Source: an optimization exercise on an open RTL-to-GDS flow (aim: small area, a short achievable clock period and few clock cycles per item). Production flows keep margins and buffers that such runs may drop.
At most, simulation tests tie the RTL to the original design; equivalence was not proved.
The flow treats the clock pin as an ideal source, which a real chip does not have.
Power figures rest on the tool's default switching activity, not on a simulated workload.

==> run a <==
==> flow/design.v <==
`timescale 1ns/1ps
module ma_core_ema(clk, upd, ld, in_price, out_avg);
  parameter ALPHA_SH = 4;
  localparam W = 32 + ALPHA_SH;
  input clk;
  input upd;                
  input ld;                 
  input  [31:0] in_price;
  output [31:0] out_avg;
  reg [31:0] out_avg;
  wire [W-1:0] x_ext = {{ALPHA_SH{in_price[31]}}, in_price};
  wire [W-1:0] x_shl = {in_price, {ALPHA_SH{1'b0}}};
  wire [W-1:0] a_ext = {{ALPHA_SH{out_avg[31]}}, out_avg};
  wire [W-1:0] a_shl = {out_avg, {ALPHA_SH{1'b0}}};
  wire [W-1:0] t;
  wire [W-1:0] opx = ({W{upd}} & x_ext) | ({W{ld}} & x_shl);
  generate
    if (ALPHA_SH == 1) begin : g_two
      wire [W-1:0] opa = ({W{upd}} & a_ext) | ({W{~upd & ~ld}} & a_shl);
      assign t = opx + opa;
    end else begin : g_csa
      wire [W-1:0] p = {W{~ld}} & a_shl;
      wire [W-1:0] n = {W{upd}} & ~a_ext;
      wire [W-1:0] s = opx ^ p ^ n;
      wire [W-1:0] c = (opx & p) | (opx & n) | (p & n);
      assign t = s + {c[W-2:0], upd};
    end
  endgenerate
  always @(posedge clk)
    out_avg <= t[W-1:ALPHA_SH];
endmodule
`timescale 1ns/1ps
module tick_pipeline(
  clk, rst, in_valid, in_price, out_valid, out_signal, fast_dbg, slow_dbg
);
  parameter FAST_ALPHA_SH = 1;
  parameter SLOW_ALPHA_SH = 6;
  input clk;
  input rst;
  input in_valid;
  input  [31:0] in_price;
  output        out_valid;
  output [1:0]  out_signal;
  output [31:0] fast_dbg;
  output [31:0] slow_dbg;
  reg        seeded;
  reg        tick_upd, tick_ld;
  reg [31:0] tick_x;
  wire accept = in_valid & ~rst;
  wire seen   = seeded | tick_upd | tick_ld;
  always @(posedge clk) begin
    tick_upd <= accept & seen;
    tick_ld  <= accept & ~seen;
    tick_x   <= in_price;
    seeded   <= ~rst & seen;
  end
  reg out_valid_r;
  reg [1:0] signal_r;
  wire [31:0] fast_avg, slow_avg;
  ma_core_ema #(.ALPHA_SH(FAST_ALPHA_SH)) u_fast (
    .clk(clk), .upd(tick_upd), .ld(tick_ld),
    .in_price(tick_x), .out_avg(fast_avg)
  );
  ma_core_ema #(.ALPHA_SH(SLOW_ALPHA_SH)) u_slow (
    .clk(clk), .upd(tick_upd), .ld(tick_ld),
    .in_price(tick_x), .out_avg(slow_avg)
  );
  always @(posedge clk) begin
    out_valid_r <= (tick_upd | tick_ld) & ~rst;
    if (!tick_upd)
      signal_r <= 2'b00;
    else if (fast_avg > slow_avg)
      signal_r <= 2'b01;
    else if (fast_avg < slow_avg)
      signal_r <= 2'b11;
    else
      signal_r <= 2'b00;
  end
  assign out_valid  = out_valid_r;
  assign out_signal = signal_r;
  assign fast_dbg   = fast_avg;
  assign slow_dbg   = slow_avg;
endmodule
==> flow/flow/run.sh <==
#!/bin/bash
# The standard layout (standard.sh), with small port buffers, and a post-CTS
# hook (flow/skew.tcl) that clocks the tick-mode registers from their own
# clock buffer ahead of the tree's leaves.
set -euo pipefail
bash standard.sh "BUFFER_PORTS_ARGS=-buffer_cell sky130_fd_sc_hd__buf_1" \
  "POST_CTS_TCL=$(pwd)/flow/skew.tcl" finish > flow.log 2>&1
==> flow/flow/skew.tcl <==
# Post-CTS hook: clock the registers of the tick's mode (tick_upd, tick_ld,
# seeded) from their own clock buffer on the clock port, ahead of the tree's
# leaves. Their inputs come from the ports, where slack is ample; their
# outputs feed only registers inside the design (the EMAs and out_valid),
# whose paths from them gain the time. Then repair timing again.
set block [ord::get_db_block]
set db [ord::get_db]
set master [$db findMaster sky130_fd_sc_hd__clkbuf_16]
set clknet [$block findNet clk]
if { $clknet == "NULL" } { error "skew.tcl: no clk net" }

set flops {}
foreach inst [$block getInsts] {
  set name [$inst getName]
  if { [regexp {^(tick_upd|tick_ld|seeded)\$} $name] } {
    lappend flops $inst
  }
}
puts "skew.tcl: [llength $flops] mode registers"
if { [llength $flops] == 0 } { error "skew.tcl: no mode registers found" }

# place the buffer at the registers' centroid; detailed placement legalizes it
set sx 0
set sy 0
foreach f $flops {
  set loc [$f getLocation]
  set sx [expr { $sx + [lindex $loc 0] }]
  set sy [expr { $sy + [lindex $loc 1] }]
}
set n [llength $flops]
set buf [odb::dbInst_create $block $master clkbuf_early]
$buf setLocation [expr { int($sx / $n) }] [expr { int($sy / $n) }]
$buf setPlacementStatus PLACED
set early [odb::dbNet_create $block clknet_early]
$early setSigType CLOCK
[$buf findITerm A] connect $clknet
[$buf findITerm X] connect $early
foreach f $flops {
  set it [$f findITerm CLK]
  $it disconnect
  $it connect $early
}
global_connect

detailed_placement
check_placement -verbose
estimate_parasitics -placement
report_clock_skew
repair_timing_helper
detailed_placement
check_placement -verbose
==> flow/standard.sh <==
#!/bin/bash
# synth_recipe.tcl (not shown) runs the flow's synth.tcl, then flattens the netlist and writes it again
# the make line also repeats each setting of config.mk as NAME=value (left out here)
make -C /OpenROAD-flow-scripts/flow DESIGN_CONFIG=/design/flow/config.mk WORK_HOME=/design/flow/orfs CLKGATE_MAP_FILE= SYNTH_SCRIPT=/design/flow/synth_recipe.tcl "${@:-finish}"
==> flow/config.mk <==
export PLATFORM = sky130hd
export DESIGN_NAME = tick_pipeline
export DESIGN_NICKNAME = tick_pipeline
export VERILOG_FILES = /design/flow/design.v
export SDC_FILE = /design/flow/constraint.sdc
export NUM_CORES = 4
export LEC_CHECK = 0
export CAP_MARGIN = 20
export CORE_MARGIN = 2
export CORE_UTILIZATION = 65
export CTS_BUF_LIST = sky130_fd_sc_hd__clkbuf_4 sky130_fd_sc_hd__clkbuf_8
export SETUP_SLACK_MARGIN = 2.5
export SLEW_MARGIN = 20
==> flow/constraint.sdc <==
create_clock -name core_clock -period 5.5 [get_ports {clk}]
set_input_delay 1.1000 -clock core_clock [delete_from_list [all_inputs] [get_ports {clk}]]
set_output_delay 1.1000 -clock core_clock [all_outputs]
set_load 0.01 [all_outputs]
==> run b (differences from run a) <==
==> flow/design.v (replaced) <==
`timescale 1ns/1ps
module ma_core_ema(clk, in_valid, seeded, in_price, out_avg);
  parameter ALPHA_SH = 4;
  localparam W = 32 + ALPHA_SH;
  input clk;
  input in_valid;
  input seeded;
  input  [31:0] in_price;
  output [31:0] out_avg;
  reg [31:0] out_avg;
  wire [W-1:0] x_ext = {{ALPHA_SH{in_price[31]}}, in_price};
  wire [W-1:0] a_ext = {{ALPHA_SH{out_avg[31]}}, out_avg};
  wire [W-1:0] t;
  generate
    if (ALPHA_SH == 1) begin : g_two
      assign t = x_ext + a_ext;
    end else begin : g_csa
      wire [W-1:0] p = {out_avg, {ALPHA_SH{1'b0}}};
      wire [W-1:0] n = ~a_ext;
      wire [W-1:0] s = x_ext ^ p ^ n;
      wire [W-1:0] c = (x_ext & p) | (x_ext & n) | (p & n);
      assign t = s + {c[W-2:0], 1'b1};
    end
  endgenerate
  always @(posedge clk)
    if (in_valid)
      out_avg <= seeded ? t[W-1:ALPHA_SH] : in_price;
endmodule
`timescale 1ns/1ps
module tick_pipeline(
  clk, rst, in_valid, in_price, out_valid, out_signal, fast_dbg, slow_dbg
);
  parameter FAST_ALPHA_SH = 1;
  parameter SLOW_ALPHA_SH = 6;
  input clk;
  input rst;
  input in_valid;
  input  [31:0] in_price;
  output        out_valid;
  output [1:0]  out_signal;
  output [31:0] fast_dbg;
  output [31:0] slow_dbg;
  wire accept = in_valid & ~rst;
  reg seeded;
  reg out_valid_r;
  reg [1:0] signal_r;
  wire [31:0] fast_avg, slow_avg;
  ma_core_ema #(.ALPHA_SH(FAST_ALPHA_SH)) u_fast (
    .clk(clk), .in_valid(accept), .seeded(seeded),
    .in_price(in_price), .out_avg(fast_avg)
  );
  ma_core_ema #(.ALPHA_SH(SLOW_ALPHA_SH)) u_slow (
    .clk(clk), .in_valid(accept), .seeded(seeded),
    .in_price(in_price), .out_avg(slow_avg)
  );
  always @(posedge clk) begin
    out_valid_r <= accept;
    seeded      <= ~rst & (seeded | in_valid);
    if (!seeded)
      signal_r <= 2'b00;
    else if (fast_avg > slow_avg)
      signal_r <= 2'b01;
    else if (fast_avg < slow_avg)
      signal_r <= 2'b11;
    else
      signal_r <= 2'b00;
  end
  assign out_valid  = out_valid_r;
  assign out_signal = signal_r;
  assign fast_dbg   = fast_avg;
  assign slow_dbg   = slow_avg;
endmodule
==> flow/run.sh (new file) <==
#!/bin/bash
# synth_recipe.tcl (not shown) runs the flow's synth.tcl, then flattens the netlist and writes it again
# the make line also repeats each setting of config.mk as NAME=value (left out here)
make -C /OpenROAD-flow-scripts/flow DESIGN_CONFIG=/design/flow/config.mk WORK_HOME=/design/flow/orfs CLKGATE_MAP_FILE= SYNTH_SCRIPT=/design/flow/synth_recipe.tcl finish
- ABC_CLOCK_PERIOD_IN_PS: not set -> 3500
- CORE_UTILIZATION: 65 -> 40
- CTS_BUF_LIST: sky130_fd_sc_hd__clkbuf_4 sky130_fd_sc_hd__clkbuf_8 -> not set
- SETUP_SLACK_MARGIN: 2.5 -> 1.5
removed: flow/flow/run.sh
removed: flow/flow/skew.tcl
removed: flow/standard.sh
==> run c (differences from run a) <==
--- a/flow/design.v
+++ b/flow/design.v
@@ -3,2 +3,3 @@
   parameter ALPHA_SH = 4;
+  parameter ARCH = 0;
   localparam W = 32 + ALPHA_SH;
@@ -19,3 +20,3 @@
       wire [W-1:0] opa = ({W{upd}} & a_ext) | ({W{~upd & ~ld}} & a_shl);
-      assign t = opx + opa;
+      prefix_add #(.W(W), .ARCH(ARCH)) u_add (.a(opx), .b(opa), .ci(1'b0), .s(t));
     end else begin : g_csa
@@ -25,3 +26,3 @@
       wire [W-1:0] c = (opx & p) | (opx & n) | (p & n);
-      assign t = s + {c[W-2:0], upd};
+      prefix_add #(.W(W), .ARCH(ARCH)) u_add (.a(s), .b({c[W-2:0], 1'b0}), .ci(upd), .s(t));
     end
@@ -30,2 +31,64 @@
     out_avg <= t[W-1:ALPHA_SH];
+endmodule
+module prefix_add(a, b, ci, s);
+  parameter W = 32;
+  parameter ARCH = 0;
+  localparam L = $clog2(W + 1);
+  input  [W-1:0] a, b;
+  input          ci;
+  output [W-1:0] s;
+  reg [W:0] g, p, gn, pn;
+  integer k, i, j;
+  always @* begin
+    g = {a & b, ci};
+    p = {a ^ b, 1'b0};
+    if (ARCH == 0) begin
+      for (k = 0; k < L; k = k + 1) begin
+        gn = g; pn = p;
+        for (i = 0; i <= W; i = i + 1)
+          if ((i >> k) & 1) begin
+            j = ((i >> k) << k) - 1;
+            gn[i] = g[i] | (p[i] & g[j]);
+            pn[i] = p[i] & p[j];
+          end
+        g = gn; p = pn;
+      end
+    end else if (ARCH == 1) begin
+      for (k = 0; k < L; k = k + 1) begin
+        gn = g; pn = p;
+        for (i = 1 << k; i <= W; i = i + 1) begin
+          gn[i] = g[i] | (p[i] & g[i - (1 << k)]);
+          pn[i] = p[i] & p[i - (1 << k)];
+        end
+        g = gn; p = pn;
+      end
+    end else if (ARCH == 2) begin
+      for (k = 0; k < L; k = k + 1)
+        for (i = (2 << k) - 1; i <= W; i = i + (2 << k)) begin
+          g[i] = g[i] | (p[i] & g[i - (1 << k)]);
+          p[i] = p[i] & p[i - (1 << k)];
+        end
+      for (k = L - 1; k > 0; k = k - 1)
+        for (i = (3 << (k - 1)) - 1; i <= W; i = i + (2 << (k - 1)))
+          if (((i + 1) >> (k - 1)) % 2 == 1 && i >= (2 << (k - 1))) begin
+            g[i] = g[i] | (p[i] & g[i - (1 << (k - 1))]);
+            p[i] = p[i] & p[i - (1 << (k - 1))];
+          end
+    end else begin
+      for (k = 0; k < L; k = k + 1) begin
+        gn = g; pn = p;
+        for (i = 1; i <= W; i = i + 2)
+          if (i >= (1 << k)) begin
+            gn[i] = g[i] | (p[i] & g[i - (1 << k)]);
+            pn[i] = p[i] & p[i - (1 << k)];
+          end
+        g = gn; p = pn;
+      end
+      for (i = 2; i <= W; i = i + 2) begin
+        g[i] = g[i] | (p[i] & g[i - 1]);
+        p[i] = p[i] & p[i - 1];
+      end
+    end
+  end
+  assign s = (a ^ b) ^ g[W-1:0];
 endmodule
==> flow/flow/run.sh (replaced) <==
#!/bin/bash
set -euo pipefail
bash standard.sh "BUFFER_PORTS_ARGS=-buffer_cell sky130_fd_sc_hd__buf_2" finish > flow.log 2>&1
- CORE_UTILIZATION: 65 -> 40
- CTS_BUF_LIST: sky130_fd_sc_hd__clkbuf_4 sky130_fd_sc_hd__clkbuf_8 -> not set
- SETUP_SLACK_MARGIN: 2.5 -> 2.0
removed: flow/flow/skew.tcl
==> notes.md <==
quantity	run c	run b	run a
DR WL met3	1440 um	1300 um	1510 um
Die W	146 um	145 um	115 um
Later-pin clock latency in the skew report	0.36 ns	0.36 ns	0.40 ns
Run status	timing/DRC/antenna clean	timing/DRC/antenna clean	timing/DRC/antenna clean
Cell internal pwr	2.71 mW	1.73 mW	2.67 mW
Fill count	1897	1831	769
Area share of fa/ha/maj cells after synthesis	26.0%	24.8%	24.3%
Sequential cell power	1.37 mW	0.692 mW	1.37 mW
Multi-input combinational cell area	5990 um^2	5700 um^2	6320 um^2
Sw Pwr	2.29 mW	1.19 mW	2.34 mW
First element of the critical path	tick_upd	in_price[16]	tick_x[6]
Clock-pin slew of the registers on the worst-case setup and hold paths	0.07 ns	0.06 ns	0.10 ns
Via count of the first global-routing pass	6851	7087	7340
WHS Endpoint	tick_ld	seeded	tick_ld
Count of TritonRoute iterations in the first routing pass	5	5	7
EDFF count, synth	0	64	0
Commonest register cell after synthesis	sky130_fd_sc_hd__dfxtp_1	sky130_fd_sc_hd__edfxtp_1	sky130_fd_sc_hd__dfxtp_1
Number of cell instances on the worst register-to-register path	14	14	13
Testbench counts of run a, summed over its fixed seeds: cycles 32,016, items 32,000.
Testbench counts of run b, summed over its fixed seeds: cycles 32,008, items 32,000.
The RTL of run c was laid out without a check of its function.

* * *

==> inputs of 01-13 <==
tick_pipeline, a different RTL version from the one above (not shown whole).
==> module tick_pipeline, before the edit <==
module tick_pipeline(
  clk, rst, in_valid, in_price, out_valid, out_signal, fast_dbg, slow_dbg
);
  parameter FAST_ALPHA_SH = 1;
  parameter SLOW_ALPHA_SH = 6;
  input clk;
  input rst;
  input in_valid;
  input  [31:0] in_price;
  output        out_valid;
  output [1:0]  out_signal;
  output [31:0] fast_dbg;
  output [31:0] slow_dbg;
  reg        seeded;
  reg        tick_upd, tick_ld;
  reg [31:0] tick_x;
  wire accept = in_valid & ~rst;
  wire seen   = seeded | tick_upd | tick_ld;
  always @(posedge clk) begin
    tick_upd <= accept & seen;
    tick_ld  <= accept & ~seen;
    tick_x   <= in_price;
    seeded   <= ~rst & seen;
  end
  reg out_valid_r;
  reg [1:0] signal_r;
  wire [31:0] fast_avg, slow_avg;
  ma_core_ema #(.ALPHA_SH(FAST_ALPHA_SH)) u_fast (
    .clk(clk), .upd(tick_upd), .ld(tick_ld),
    .in_price(tick_x), .out_avg(fast_avg)
  );
  ma_core_ema #(.ALPHA_SH(SLOW_ALPHA_SH)) u_slow (
    .clk(clk), .upd(tick_upd), .ld(tick_ld),
    .in_price(tick_x), .out_avg(slow_avg)
  );
  wire gt = fast_avg > slow_avg;
  wire eq = fast_avg == slow_avg;
  always @(posedge clk) begin
    out_valid_r <= (tick_upd | tick_ld) & ~rst;
    signal_r    <= {tick_upd & ~gt & ~eq, tick_upd & ~eq};
  end
  assign out_valid  = out_valid_r;
  assign out_signal = signal_r;
  assign fast_dbg   = fast_avg;
  assign slow_dbg   = slow_avg;
endmodule
export LEC_CHECK = 0
export CAP_MARGIN = 20
export CORE_MARGIN = 2
export CORE_UTILIZATION = 65
export CTS_BUF_LIST = sky130_fd_sc_hd__clkbuf_4 sky130_fd_sc_hd__clkbuf_8
export SETUP_SLACK_MARGIN = 2.0
export SLEW_MARGIN = 20
create_clock -name core_clock -period 5.5 [get_ports {clk}]
standard.sh (not shown) runs the stock make flow with config.mk's settings and CLKGATE_MAP_FILE= SYNTH_SCRIPT=/design/flow/synth_recipe.tcl, a recipe that flattens the netlist after the stock synthesis.
==> flow/flow/run.sh <==
#!/bin/bash
# The standard layout (standard.sh), with small port buffers, and a post-CTS
# hook (flow/skew.tcl) that clocks the tick-mode registers from their own
# clock buffer ahead of the tree's leaves.
set -euo pipefail
bash standard.sh "BUFFER_PORTS_ARGS=-buffer_cell sky130_fd_sc_hd__buf_1" \
  "POST_CTS_TCL=$(pwd)/flow/skew.tcl" finish > flow.log 2>&1
==> flow/flow/skew.tcl <==
# Post-CTS hook: clock the registers of the tick's mode (tick_upd, tick_ld,
# seeded) from their own clock buffer on the clock port, ahead of the tree's
# leaves. Their inputs come from the ports, where slack is ample; their
# outputs feed only registers inside the design (the EMAs and out_valid),
# whose paths from them gain the time. Then repair timing again.
set block [ord::get_db_block]
set db [ord::get_db]
set master [$db findMaster sky130_fd_sc_hd__clkbuf_16]
set clknet [$block findNet clk]
if { $clknet == "NULL" } { error "skew.tcl: no clk net" }

set flops {}
foreach inst [$block getInsts] {
  set name [$inst getName]
  if { [regexp {^(tick_upd|tick_ld|seeded)\$} $name] } {
    lappend flops $inst
  }
}
puts "skew.tcl: [llength $flops] mode registers"
if { [llength $flops] == 0 } { error "skew.tcl: no mode registers found" }

# place the buffer at the registers' centroid; detailed placement legalizes it
set sx 0
set sy 0
foreach f $flops {
  set loc [$f getLocation]
  set sx [expr { $sx + [lindex $loc 0] }]
  set sy [expr { $sy + [lindex $loc 1] }]
}
set n [llength $flops]
set buf [odb::dbInst_create $block $master clkbuf_early]
$buf setLocation [expr { int($sx / $n) }] [expr { int($sy / $n) }]
$buf setPlacementStatus PLACED
set early [odb::dbNet_create $block clknet_early]
$early setSigType CLOCK
[$buf findITerm A] connect $clknet
[$buf findITerm X] connect $early
foreach f $flops {
  set it [$f findITerm CLK]
  $it disconnect
  $it connect $early
}
global_connect

detailed_placement
check_placement -verbose
estimate_parasitics -placement
report_clock_skew
repair_timing_helper
detailed_placement
check_placement -verbose
==> 07-20: changes against 01-13 <==
==> flow/design.v, changed modules only <==
module tick_pipeline(
  clk, rst, in_valid, in_price, out_valid, out_signal, fast_dbg, slow_dbg
);
  parameter FAST_ALPHA_SH = 1;
  parameter SLOW_ALPHA_SH = 6;
  input clk;
  input rst;
  input in_valid;
  input  [31:0] in_price;
  output        out_valid;
  output [1:0]  out_signal;
  output [31:0] fast_dbg;
  output [31:0] slow_dbg;
  reg seeded;
  wire accept   = in_valid & ~rst;
  wire tick_upd = accept & seeded;
  wire tick_ld  = accept & ~seeded;
  wire [31:0] tick_x = in_price;
  always @(posedge clk)
    seeded <= ~rst & (seeded | in_valid);
  reg out_valid_r;
  reg [1:0] signal_r;
  wire [31:0] fast_avg, slow_avg;
  ma_core_ema #(.ALPHA_SH(FAST_ALPHA_SH)) u_fast (
    .clk(clk), .upd(tick_upd), .ld(tick_ld),
    .in_price(tick_x), .out_avg(fast_avg)
  );
  ma_core_ema #(.ALPHA_SH(SLOW_ALPHA_SH)) u_slow (
    .clk(clk), .upd(tick_upd), .ld(tick_ld),
    .in_price(tick_x), .out_avg(slow_avg)
  );
  always @(posedge clk) begin
    out_valid_r <= (tick_upd | tick_ld) & ~rst;
    if (!tick_upd)
      signal_r <= 2'b00;
    else if (fast_avg > slow_avg)
      signal_r <= 2'b01;
    else if (fast_avg < slow_avg)
      signal_r <= 2'b11;
    else
      signal_r <= 2'b00;
  end
  assign out_valid  = out_valid_r;
  assign out_signal = signal_r;
  assign fast_dbg   = fast_avg;
  assign slow_dbg   = slow_avg;
endmodule
==> flow/flow/run.sh (replaced) <==
#!/bin/bash
set -euo pipefail
bash standard.sh "BUFFER_PORTS_ARGS=-buffer_cell sky130_fd_sc_hd__buf_2" finish > flow.log 2>&1
Settings changed: ABC_CLOCK_PERIOD_IN_PS set to 3500, CORE_UTILIZATION 65 to 40, CTS_BUF_LIST sky130_fd_sc_hd__clkbuf_4 sky130_fd_sc_hd__clkbuf_8 to not set, SETUP_SLACK_MARGIN 2.0 to 1.5.
removed: flow/flow/skew.tcl
==> 05-14: changes against 01-13 <==
--- a/flow/design.v
+++ b/flow/design.v
@@ -67,7 +67,12 @@
   );
-  wire gt = fast_avg > slow_avg;
-  wire eq = fast_avg == slow_avg;
   always @(posedge clk) begin
     out_valid_r <= (tick_upd | tick_ld) & ~rst;
-    signal_r    <= {tick_upd & ~gt & ~eq, tick_upd & ~eq};
+    if (!tick_upd)
+      signal_r <= 2'b00;
+    else if (fast_avg > slow_avg)
+      signal_r <= 2'b01;
+    else if (fast_avg < slow_avg)
+      signal_r <= 2'b11;
+    else
+      signal_r <= 2'b00;
   end
==> flow/flow/run.sh (replaced) <==
#!/bin/bash
# The standard layout (standard.sh), with: the platform's don't-use cells
# plus slow many-input gates (flow/dont_use.txt), so that synthesis and repair
# build the adders from faster small gates; small port buffers; and a post-CTS
# hook (flow/skew.tcl) that clocks the tick-mode registers from their own
# clock buffer ahead of the tree's leaves.
set -euo pipefail
dont_use=$(tr '\n' ' ' < flow/dont_use.txt)
bash standard.sh "DONT_USE_CELLS=$dont_use" \
  "BUFFER_PORTS_ARGS=-buffer_cell sky130_fd_sc_hd__buf_1" \
  "POST_CTS_TCL=$(pwd)/flow/skew.tcl" finish > flow.log 2>&1
==> flow/flow/dont_use.txt (new file) <==
sky130_fd_sc_hd__probe_p_8
sky130_fd_sc_hd__probec_p_8
sky130_fd_sc_hd__lpflow_bleeder_1
sky130_fd_sc_hd__lpflow_clkbufkapwr_1
sky130_fd_sc_hd__lpflow_clkbufkapwr_16
sky130_fd_sc_hd__lpflow_clkbufkapwr_2
sky130_fd_sc_hd__lpflow_clkbufkapwr_4
sky130_fd_sc_hd__lpflow_clkbufkapwr_8
sky130_fd_sc_hd__lpflow_clkinvkapwr_1
sky130_fd_sc_hd__lpflow_clkinvkapwr_16
sky130_fd_sc_hd__lpflow_clkinvkapwr_2
sky130_fd_sc_hd__lpflow_clkinvkapwr_4
sky130_fd_sc_hd__lpflow_clkinvkapwr_8
sky130_fd_sc_hd__lpflow_decapkapwr_12
sky130_fd_sc_hd__lpflow_decapkapwr_3
sky130_fd_sc_hd__lpflow_decapkapwr_4
sky130_fd_sc_hd__lpflow_decapkapwr_6
sky130_fd_sc_hd__lpflow_decapkapwr_8
sky130_fd_sc_hd__lpflow_inputiso0n_1
sky130_fd_sc_hd__lpflow_inputiso0p_1
sky130_fd_sc_hd__lpflow_inputiso1n_1
sky130_fd_sc_hd__lpflow_inputiso1p_1
sky130_fd_sc_hd__lpflow_inputisolatch_1
sky130_fd_sc_hd__lpflow_isobufsrc_1
sky130_fd_sc_hd__lpflow_isobufsrc_16
sky130_fd_sc_hd__lpflow_isobufsrc_2
sky130_fd_sc_hd__lpflow_isobufsrc_4
sky130_fd_sc_hd__lpflow_isobufsrc_8
sky130_fd_sc_hd__lpflow_isobufsrckapwr_16
sky130_fd_sc_hd__lpflow_lsbuf_lh_hl_isowell_tap_1
sky130_fd_sc_hd__lpflow_lsbuf_lh_hl_isowell_tap_2
sky130_fd_sc_hd__lpflow_lsbuf_lh_hl_isowell_tap_4
sky130_fd_sc_hd__lpflow_lsbuf_lh_isowell_4
sky130_fd_sc_hd__lpflow_lsbuf_lh_isowell_tap_1
sky130_fd_sc_hd__lpflow_lsbuf_lh_isowell_tap_2
sky130_fd_sc_hd__lpflow_lsbuf_lh_isowell_tap_4
sky130_fd_sc_hd__fill_1
sky130_fd_sc_hd__fill_2
sky130_fd_sc_hd__fill_4
sky130_fd_sc_hd__fill_8
sky130_fd_sc_hd__a2111o_1
sky130_fd_sc_hd__a2111o_2
sky130_fd_sc_hd__a2111o_4
sky130_fd_sc_hd__a2111oi_0
sky130_fd_sc_hd__a2111oi_1
sky130_fd_sc_hd__a2111oi_2
sky130_fd_sc_hd__a2111oi_4
sky130_fd_sc_hd__a221o_1
sky130_fd_sc_hd__a221o_2
sky130_fd_sc_hd__a221o_4
sky130_fd_sc_hd__a221oi_1
sky130_fd_sc_hd__a221oi_2
sky130_fd_sc_hd__a221oi_4
sky130_fd_sc_hd__a222oi_1
sky130_fd_sc_hd__a2bb2o_1
sky130_fd_sc_hd__a2bb2o_2
sky130_fd_sc_hd__a2bb2o_4
sky130_fd_sc_hd__a2bb2oi_1
sky130_fd_sc_hd__a2bb2oi_2
sky130_fd_sc_hd__a2bb2oi_4
sky130_fd_sc_hd__a311o_1
sky130_fd_sc_hd__a311o_2
sky130_fd_sc_hd__a311o_4
sky130_fd_sc_hd__a311oi_1
sky130_fd_sc_hd__a311oi_2
sky130_fd_sc_hd__a311oi_4
sky130_fd_sc_hd__a31o_1
sky130_fd_sc_hd__a31o_2
sky130_fd_sc_hd__a31o_4
sky130_fd_sc_hd__a31oi_1
sky130_fd_sc_hd__a31oi_2
sky130_fd_sc_hd__a31oi_4
sky130_fd_sc_hd__a32o_1
sky130_fd_sc_hd__a32o_2
sky130_fd_sc_hd__a32o_4
sky130_fd_sc_hd__a32oi_1
sky130_fd_sc_hd__a32oi_2
sky130_fd_sc_hd__a32oi_4
sky130_fd_sc_hd__a41o_1
sky130_fd_sc_hd__a41o_2
sky130_fd_sc_hd__a41o_4
sky130_fd_sc_hd__a41oi_1
sky130_fd_sc_hd__a41oi_2
sky130_fd_sc_hd__a41oi_4
sky130_fd_sc_hd__and4_1
sky130_fd_sc_hd__and4_2
sky130_fd_sc_hd__and4_4
sky130_fd_sc_hd__and4b_1
sky130_fd_sc_hd__and4b_2
sky130_fd_sc_hd__and4b_4
sky130_fd_sc_hd__and4bb_1
sky130_fd_sc_hd__and4bb_2
sky130_fd_sc_hd__and4bb_4
sky130_fd_sc_hd__nand4_1
sky130_fd_sc_hd__nand4_2
sky130_fd_sc_hd__nand4_4
sky130_fd_sc_hd__nand4b_1
sky130_fd_sc_hd__nand4b_2
sky130_fd_sc_hd__nand4b_4
sky130_fd_sc_hd__nand4bb_1
sky130_fd_sc_hd__nand4bb_2
sky130_fd_sc_hd__nand4bb_4
sky130_fd_sc_hd__nor4_1
sky130_fd_sc_hd__nor4_2
sky130_fd_sc_hd__nor4_4
sky130_fd_sc_hd__nor4b_1
sky130_fd_sc_hd__nor4b_2
sky130_fd_sc_hd__nor4b_4
sky130_fd_sc_hd__nor4bb_1
sky130_fd_sc_hd__nor4bb_2
sky130_fd_sc_hd__nor4bb_4
sky130_fd_sc_hd__o2111a_1
sky130_fd_sc_hd__o2111a_2
sky130_fd_sc_hd__o2111a_4
sky130_fd_sc_hd__o2111ai_1
sky130_fd_sc_hd__o2111ai_2
sky130_fd_sc_hd__o2111ai_4
sky130_fd_sc_hd__o221a_1
sky130_fd_sc_hd__o221a_2
sky130_fd_sc_hd__o221a_4
sky130_fd_sc_hd__o221ai_1
sky130_fd_sc_hd__o221ai_2
sky130_fd_sc_hd__o221ai_4
sky130_fd_sc_hd__o2bb2a_1
sky130_fd_sc_hd__o2bb2a_2
sky130_fd_sc_hd__o2bb2a_4
sky130_fd_sc_hd__o2bb2ai_1
sky130_fd_sc_hd__o2bb2ai_2
sky130_fd_sc_hd__o2bb2ai_4
sky130_fd_sc_hd__o311a_1
sky130_fd_sc_hd__o311a_2
sky130_fd_sc_hd__o311a_4
sky130_fd_sc_hd__o311ai_0
sky130_fd_sc_hd__o311ai_1
sky130_fd_sc_hd__o311ai_2
sky130_fd_sc_hd__o311ai_4
sky130_fd_sc_hd__o31a_1
sky130_fd_sc_hd__o31a_2
sky130_fd_sc_hd__o31a_4
sky130_fd_sc_hd__o31ai_1
sky130_fd_sc_hd__o31ai_2
sky130_fd_sc_hd__o31ai_4
sky130_fd_sc_hd__o32a_1
sky130_fd_sc_hd__o32a_2
sky130_fd_sc_hd__o32a_4
sky130_fd_sc_hd__o32ai_1
sky130_fd_sc_hd__o32ai_2
sky130_fd_sc_hd__o32ai_4
sky130_fd_sc_hd__o41a_1
sky130_fd_sc_hd__o41a_2
sky130_fd_sc_hd__o41a_4
sky130_fd_sc_hd__o41ai_1
sky130_fd_sc_hd__o41ai_2
sky130_fd_sc_hd__o41ai_4
sky130_fd_sc_hd__or4_1
sky130_fd_sc_hd__or4_2
sky130_fd_sc_hd__or4_4
sky130_fd_sc_hd__or4b_1
sky130_fd_sc_hd__or4b_2
sky130_fd_sc_hd__or4b_4
sky130_fd_sc_hd__or4bb_1
sky130_fd_sc_hd__or4bb_2
sky130_fd_sc_hd__or4bb_4
Settings changed: SETUP_SLACK_MARGIN 2.0 to 2.3.
==> impl_results.md <==
- FMAX: 254.6 MHz
- Status: finished clean
- Critical Path Max Stage Delay: 480 ps
- Crit Path Class: in -> reg
- Synthesis-to-finish area growth: 21.23%
- Register area: 1365 sq um
- P_comb: 2.54 mW
- CP Buf/Inv Count: 2
- Crit share post-route: 71.41%
- Clock group total power: 0.607 mW
- Worst R2R Start: seeded
(the above is from 07-20)
==> impl_results.md <==
- Status: finished clean
- CP Buf/Inv Count: 1
- Crit share post-route: 59.81%
- PortBufs: 101
- Crit Path Class: reg -> reg
- Worst R2R Start: u_slow.out_avg[7]
- P_comb: 2.75 mW
- Critical Path Max Stage Delay: 460 ps
- Hold Crit Start: seeded
- Register area: 2049 sq um
- Synthesis-to-finish area growth: 10.13%
(the above is from 01-13)
==> impl_results.md <==
- Synthesis-to-finish area growth: 10.31%
- Die Wd: 118.8 microns
- FMAX: 324.3 MHz
- Clk pwr share: 11.8%
- Status: finished clean
- Critical Path Max Stage Delay: 490 ps
- Register area: 2049 sq um
- WP depth: 12
- Worst R2R Start: u_slow.out_avg[4]
- P_comb: 2.64 mW
- Multi-input gate count: 882
- Crit Path Class: reg -> reg
- CP Buf/Inv Count: 1
(the above is from 05-14)
Testbench counts of 05-14, summed over its fixed seeds: cycles 32,016, items 32,000.
Only the layout flow was run in 01-13 and 07-20; the RTL was not checked for function there.

separate check: timing with driven ports:
The flow's constraints put no driver on any port. The routed layouts listed below were extracted and timed again, unchanged, in two steps.
Step 1: set_driving_cell puts a clkbuf_16 on clk and a buf_2 on each other input, an assumption about the parent block.
Step 2, shift: input delay + t, output delay - t, t = (earliest + latest rising clock arrival at the registers) / 2. This alone moves slack from input paths to output paths.
Three values: ideal ports, drivers, drivers and shift; two values: the first two.
run	t, ns	setup WS [ns]	hold WS [ns]	worst setup path at the end	latest minus earliest clock arrival (ns)	worst slew at a driven data input, ns
run a	0.300	2.271 / 2.271 / 2.271	0.439 / 0.439 / 0.439	register to register	0.296 / 0.297	0.08
run b	0.393	1.514 / 1.525 / 1.133	0.779 / 0.779 / 0.779	input to register	0.009 / 0.009	0.05
run c	0.400	2.057 / 2.057 / 2.057	0.424 / 0.424 / 0.424	register to register	0.017 / 0.016	0.04
01-13	0.306	2.210 / 2.210 / 2.210	0.485 / 0.485 / 0.485	register to register	0.300 / 0.300	0.04
07-20	0.389	1.572 / 1.576 / 1.187	0.660 / 0.660 / 0.660	input to register	0.012 / 0.012	0.05
05-14	0.300	2.416 / 2.416 / 2.416	0.413 / 0.413 / 0.413	register to register	0.295 / 0.296	0.06
Clock arrivals are far apart in 01-13, so t is only a midpoint there and step 2 fits no single register. For 07-20, which loses most, drivers alone change the setup slack by +0.004 ns; drivers and shift together by -0.385 ns.
